Context: an optimization exercise on an open-source flow, tuned for small area. The choices shown serve that exercise and are no tape-out recipe. In this exercise RTL edits were held to simulation tests only and were not proved equivalent to the original. No activity file was given, so power comes from the tool's default toggle rates.

==> flow/design.v (excerpt) <==
module LightShow(Clock, Reset, Disp3, Disp2, Disp1, Disp0, LedRed, LedGrn);
For scale: about 48 I/O pins, roughly 0.0030 mm² of cells after synthesis.
==> flow/config.mk <==
export PLATFORM = sky130hd
export DESIGN_NAME = LightShow
export DESIGN_NICKNAME = LightShow
export VERILOG_FILES = /design/flow/design.v
export SDC_FILE = /design/flow/constraint.sdc
export NUM_CORES = 4
export LEC_CHECK = 0
export CAP_MARGIN = 20
export CORE_MARGIN = 2
export CORE_UTILIZATION = 35
export CTS_BUF_LIST = sky130_fd_sc_hd__clkbuf_4
export CTS_CLUSTER_DIAMETER = 100
export CTS_CLUSTER_SIZE = 20
export GPL_TIMING_DRIVEN = 0
export PLACE_DENSITY = 0.5
export SLEW_MARGIN = 20
==> flow/constraint.sdc <==
create_clock -name core_clock -period 10.0 [get_ports {Clock}]
set_input_delay 2.0000 -clock core_clock [delete_from_list [all_inputs] [get_ports {Clock}]]
set_output_delay 2.0000 -clock core_clock [all_outputs]
set_load 0.01 [all_outputs]
standard.sh (not shown) runs the stock make flow with config.mk's settings and CLKGATE_MAP_FILE= SYNTH_SCRIPT=/design/flow/synth_recipe.tcl, a recipe that flattens the netlist after the stock synthesis.
==> flow/flow/run.sh <==
#!/bin/bash
# Own layout flow: the standard flow (standard.sh) with two changes.
#  1. After the standard synthesis, its combinational logic is re-mapped for area by Yosys/ABC
#     (resynth.tcl with abc_area.script), with a portfolio of runs (ABC deepsyn seeds, start-up passes and mappers, four at a time);
#     the smallest result is kept. The flip-flops keep their instances, names and cell types.
#  2. Ports are buffered with sky130_fd_sc_hd__buf_1 (BUFFER_PORTS_ARGS) instead of the default
#     buffer; every input and output port still gets its buffer.
# Each tool's output goes to a log file in the work folder.
set -euo pipefail
W=$(pwd)
F=$W/flow
R=$W/orfs/results/$FLOW_PLATFORM/LightShow/base
YOSYS=$FLOW_HOME/../tools/install/yosys/bin/yosys
[ -x "$YOSYS" ] || YOSYS=$(command -v yosys)
LIB=$FLOW_HOME/platforms/$FLOW_PLATFORM/lib/sky130_fd_sc_hd__tt_025C_1v80.lib
export BUFFER_PORTS_ARGS="-buffer_cell sky130_fd_sc_hd__buf_1"

bash standard.sh synth > $W/std_synth.log 2>&1
cp $R/1_2_yosys.v $W/std_1_2_yosys.v

# sequential cells of the standard netlist stay as they are
KEEP=$(grep -oE '^\s*sky130_fd_sc_hd__[a-z0-9_]+' $W/std_1_2_yosys.v | tr -d ' ' | sort -u \
       | grep -E '__(df|edf|sdf|dl|sdl)' | tr '\n' ' ' || true)
DONT_USE="sky130_fd_sc_hd__probe_p_8 sky130_fd_sc_hd__probec_p_8 sky130_fd_sc_hd__lpflow_*"
# portfolio: deepsyn seed x start-up pass x mapper; each run is an equivalent netlist of the same
# combinational logic, and the smallest one is kept
RUNS="p1 p2 p3 p4 p5 p6 p7 p8 d1 d2 d3 d4 r1 r2 r3 r4"
PAR=${NUM_CORES:-4}
n=0
for run in $RUNS; do
  v=${run:0:1}; s=${run:1}
  case $v in
    p|m) pre="" ;;
    d) pre="dch -f; strash" ;;
    r) pre="balance; rewrite; refactor; balance; rewrite -z; balance; refactor -z; rewrite -z; balance" ;;
  esac
  if [ $v = m ]; then map="map -a"; else map="amap"; fi
  sed -e "s/@SEED@/$s/" -e "s/@PRE@/$pre/" -e "s/@MAP@/$map/" $F/abc_area.script | tr ';' '\n' \
    | sed 's/^ *//' > $W/abc_area_$run.script
  RS_LIB=$LIB RS_KEEP="$KEEP" RS_DONT_USE="$DONT_USE" RS_IN=$W/std_1_2_yosys.v RS_TOP=$FLOW_TOP \
    RS_ABC=$W/abc_area_$run.script RS_STAT=$W/resynth_stat_$run.txt RS_OUT=$W/resynth_$run.v \
    $YOSYS -c $F/resynth.tcl > $W/resynth_$run.log 2>&1 &
  n=$((n+1)); if [ $((n % PAR)) -eq 0 ]; then wait; fi
done
wait
best=""; besta=""
for run in $RUNS; do
  a=$(grep "Chip area" $W/resynth_stat_$run.txt 2>/dev/null | awk '{print $NF}' || true)
  echo "run $run: ${a:-failed}" >> $W/resynth_choice.log
  if [ -n "$a" ] && { [ -z "$besta" ] || awk -v a="$a" -v b="$besta" 'BEGIN{exit !(a<b)}'; }; then
    best=$run; besta=$a
  fi
done
if [ -z "$best" ]; then echo "resynthesis failed" >&2; exit 1; fi
echo "kept seed $best ($besta)" >> $W/resynth_choice.log
cp $W/resynth_$best.v $R/1_2_yosys.v
rm -f $R/1_synth.odb

bash standard.sh finish > $W/std_finish.log 2>&1
Other scripts of this flow, unchanged in this note and not shown: flow/flow/abc_area.script, flow/flow/resynth.tcl
The baseline passed the timing, design-rule and antenna checks.
Rerun with:
--- a/flow/design.v
+++ b/flow/design.v
@@ -11,37 +11,38 @@
   wire tick = (div == 4'd4);
   always @(posedge Clock)
     if (Reset) div <= 4'd10;
     else if (div == 4'd9) div <= 4'd0;
     else div <= div + 4'd1;
   reg [2:0] part;
   reg [4:0] A;
   reg [4:0] B;
+  reg first;
   reg last, awrap;
   always @* begin
     last = 1'b0; awrap = 1'b0;
     case (part)
       3'd1: last = (A == 5'd27);
       3'd2: begin last = (A == 5'd11) && (B[3:0] == 4'd15); awrap = (A == 5'd11); end
       3'd3: begin last = (A == 5'd14) && (B[3:0] == 4'd10); awrap = 1'b0; end
       3'd4: begin awrap = (A == 5'd16); last = (A == 5'd12) && (B[4:3] == 2'd3); end
       3'd5: begin awrap = (A == 5'd30); last = (A == 5'd26) && B[3]; end
       3'd6: begin awrap = (A[2:0] == 3'd7); last = (A[2:0] == 3'd1) && (B == 5'd30); end
       default: last = 1'b1;
     endcase
   end
   always @(posedge Clock)
     if (Reset) begin
-      part <= 3'd0; A <= 5'd0; B <= 5'd0;
+      part <= 3'd0; A <= 5'd0; B <= 5'd0; first <= 1'b1;
     end else if (tick) begin
+      if (part == 3'd2) first <= 1'b0;
       if (last) begin
         part <= (part == 3'd7) ? 3'd1 : part + 3'd1;
-        A <= 5'd0;
-        B <= (part == 3'd7) ? 5'd1 : (part == 3'd1) ? {B[0], 4'd0} : 5'd0;
+        A <= 5'd0; B <= 5'd0;
       end else begin
         A <= awrap ? 5'd0 : (part == 3'd3 && B[4]) ? A - 5'd1 : A + 5'd1;
         case (part)
           3'd2: B[3:0] <= B[3:0] + 4'd1;
           3'd3: begin
             B[3:0] <= B[3:0] + 4'd1;
             B[4] <= B[4] ? (A != 5'd1) : (A == 5'd13);
           end
@@ -126,17 +127,17 @@
   assign lit[38] = (P[1] & ((T[6]))) | (P23 & H[6]) | (P[4] & ((T[6] & !T[10]))) | (P[6] & ((B == 5'd3) | (B == 5'd4) | (B == 5'd7) | (B == 5'd9) | (B == 5'd10) | (B == 5'd12) | (B == 5'd14) | (B == 5'd16) | (B == 5'd19) | (B == 5'd21) | (B == 5'd22) | (B == 5'd23)));
   assign lit[39] = (P[1] & ((T[5]))) | (P23 & H[0]) | (P[4] & (({A,r} == 7'd1) | ({A,r} == 7'd2) | ({A,r} == 7'd3) | ({A,r} == 7'd52) | ({A,r} == 7'd53) | ({A,r} == 7'd54) | ({A,r} == 7'd56) | ({A,r} == 7'd57) | ({A,r} == 7'd58) | ({A,r} == 7'd60) | ({A,r} == 7'd61) | ({A,r} == 7'd62) | ({A,r} == 7'd64) | ({A,r} == 7'd65) | ({A,r} == 7'd66))) | (P[5] & ((T[11] & !T[15]))) | (P[6] & ((B == 5'd5) | (B == 5'd11) | (B == 5'd13) | (B == 5'd15) | (B == 5'd19) | (B == 5'd20) | (B == 5'd23)));
   assign lit[40] = (P[1] & ((T[4]))) | (P23 & H[1]) | (P[5] & ((T[16] & !T[20]))) | (P[6] & ((B == 5'd4) | (B == 5'd10) | (B == 5'd11) | (B == 5'd12) | (B == 5'd15) | (B == 5'd22) | (B == 5'd23) | (B == 5'd24)));
   assign lit[41] = (P[1] & ((T[3]))) | (P23 & H[2]) | (P[5] & ((T[15] & !T[19]))) | (P[6] & ((B == 5'd4) | (B == 5'd8) | (B == 5'd10) | (B == 5'd11) | (B == 5'd12) | (B == 5'd15) | (B == 5'd17) | (B == 5'd22) | (B == 5'd23) | (B == 5'd24)));
   assign lit[42] = (P[1] & ((T[2]))) | (P23 & H[3]) | (P[4] & ((T[3] & !T[7]))) | (P[5] & ((T[14] & !T[18]))) | (P[6] & ((B == 5'd5) | (B == 5'd6) | (B == 5'd7) | (B == 5'd8) | (B == 5'd12) | (B == 5'd13) | (B == 5'd19) | (B == 5'd20) | (B == 5'd22) | (B == 5'd24)));
   assign lit[43] = (P[1] & ((T[1]))) | (P23 & H[4]) | (P[4] & ((T[4] & !T[8]))) | (P[5] & ((T[13] & !T[17]))) | (P[6] & ((B == 5'd4) | (B == 5'd5) | (B == 5'd6) | (B == 5'd7) | (B == 5'd8) | (B == 5'd10) | (B == 5'd11) | (B == 5'd12) | (B == 5'd13) | (B == 5'd15) | (B == 5'd17) | (B == 5'd18) | (B == 5'd19) | (B == 5'd20) | (B == 5'd22) | (B == 5'd23)));
   assign lit[44] = (P[1] & 1'b1) | (P23 & H[5]) | (P[5] & ((T[12] & !T[16]))) | (P[6] & ((B == 5'd4) | (B == 5'd5) | (B == 5'd6) | (B == 5'd7) | (B == 5'd10) | (B == 5'd11) | (B == 5'd12) | (B == 5'd13) | (B == 5'd15) | (B == 5'd18) | (B == 5'd19) | (B == 5'd20) | (B == 5'd23) | (B == 5'd24)));
   assign lit[45] = (P[1] & 1'b1) | (P23 & H[6]) | (P[4] & ((T[5] & !T[9]))) | (P[6] & ((B == 5'd4) | (B == 5'd5) | (B == 5'd8) | (B == 5'd10) | (B == 5'd11) | (B == 5'd13) | (B == 5'd15) | (B == 5'd17) | (B == 5'd20) | (B == 5'd22) | (B == 5'd23) | (B == 5'd24)));
-  wire fix = P[2] & B[4] & (B[3:0] == 4'd0) & (A == 5'd0);
+  wire fix = !first & P[2] & (B[3:0] == 4'd0) & (A == 5'd0);
   wire [27:0] sd = lit[45:18] ^ ({28{fix}} & {4{7'h3f ^ 7'h7c}});
   assign Disp3 = ~sd[27:21];
   assign Disp2 = ~sd[20:14];
   assign Disp1 = ~sd[13:7];
   assign Disp0 = ~sd[6:0];
   assign LedRed = lit[17:8];
   assign LedGrn = lit[7:0];
 endmodule
After rerunning: Non-clock buffer count does not change. Cell count came out lower by 1.8%. Power came out lower by 22%. Worst setup slack got worse by 880 ps. Clock skew came out lower by 5.5 ps.

[separate check: timing with driven ports]
The flow's constraints put no driver on any port. The routed layouts listed below were extracted and timed again, unchanged, in two steps.
Step 1: set_driving_cell puts a clkbuf_16 on Clock and a buf_2 on each other input, an assumption about the parent block.
Step 2 moves the port delays by t, midway between the first and last clock arrival at a register: inputs arrive t later, outputs are due t later. That takes back most of the time a late clock gives input paths.
Three values: no drivers, after step 1, after step 2; two values: the first two.
| run | shift t [ns] | setup WS [ns] | hold WS [ns] | worst setup path after step 2 |
|---|---|---|---|---|
| the first run | 0.316 | 3.417 / 3.397 / 3.713 | 0.463 / 0.463 / 0.463 | register to output |
| the second run | 0.307 | 2.533 / 2.514 / 2.822 | 0.454 / 0.454 / 0.454 | register to output |
After both steps every run listed still meets setup and hold.
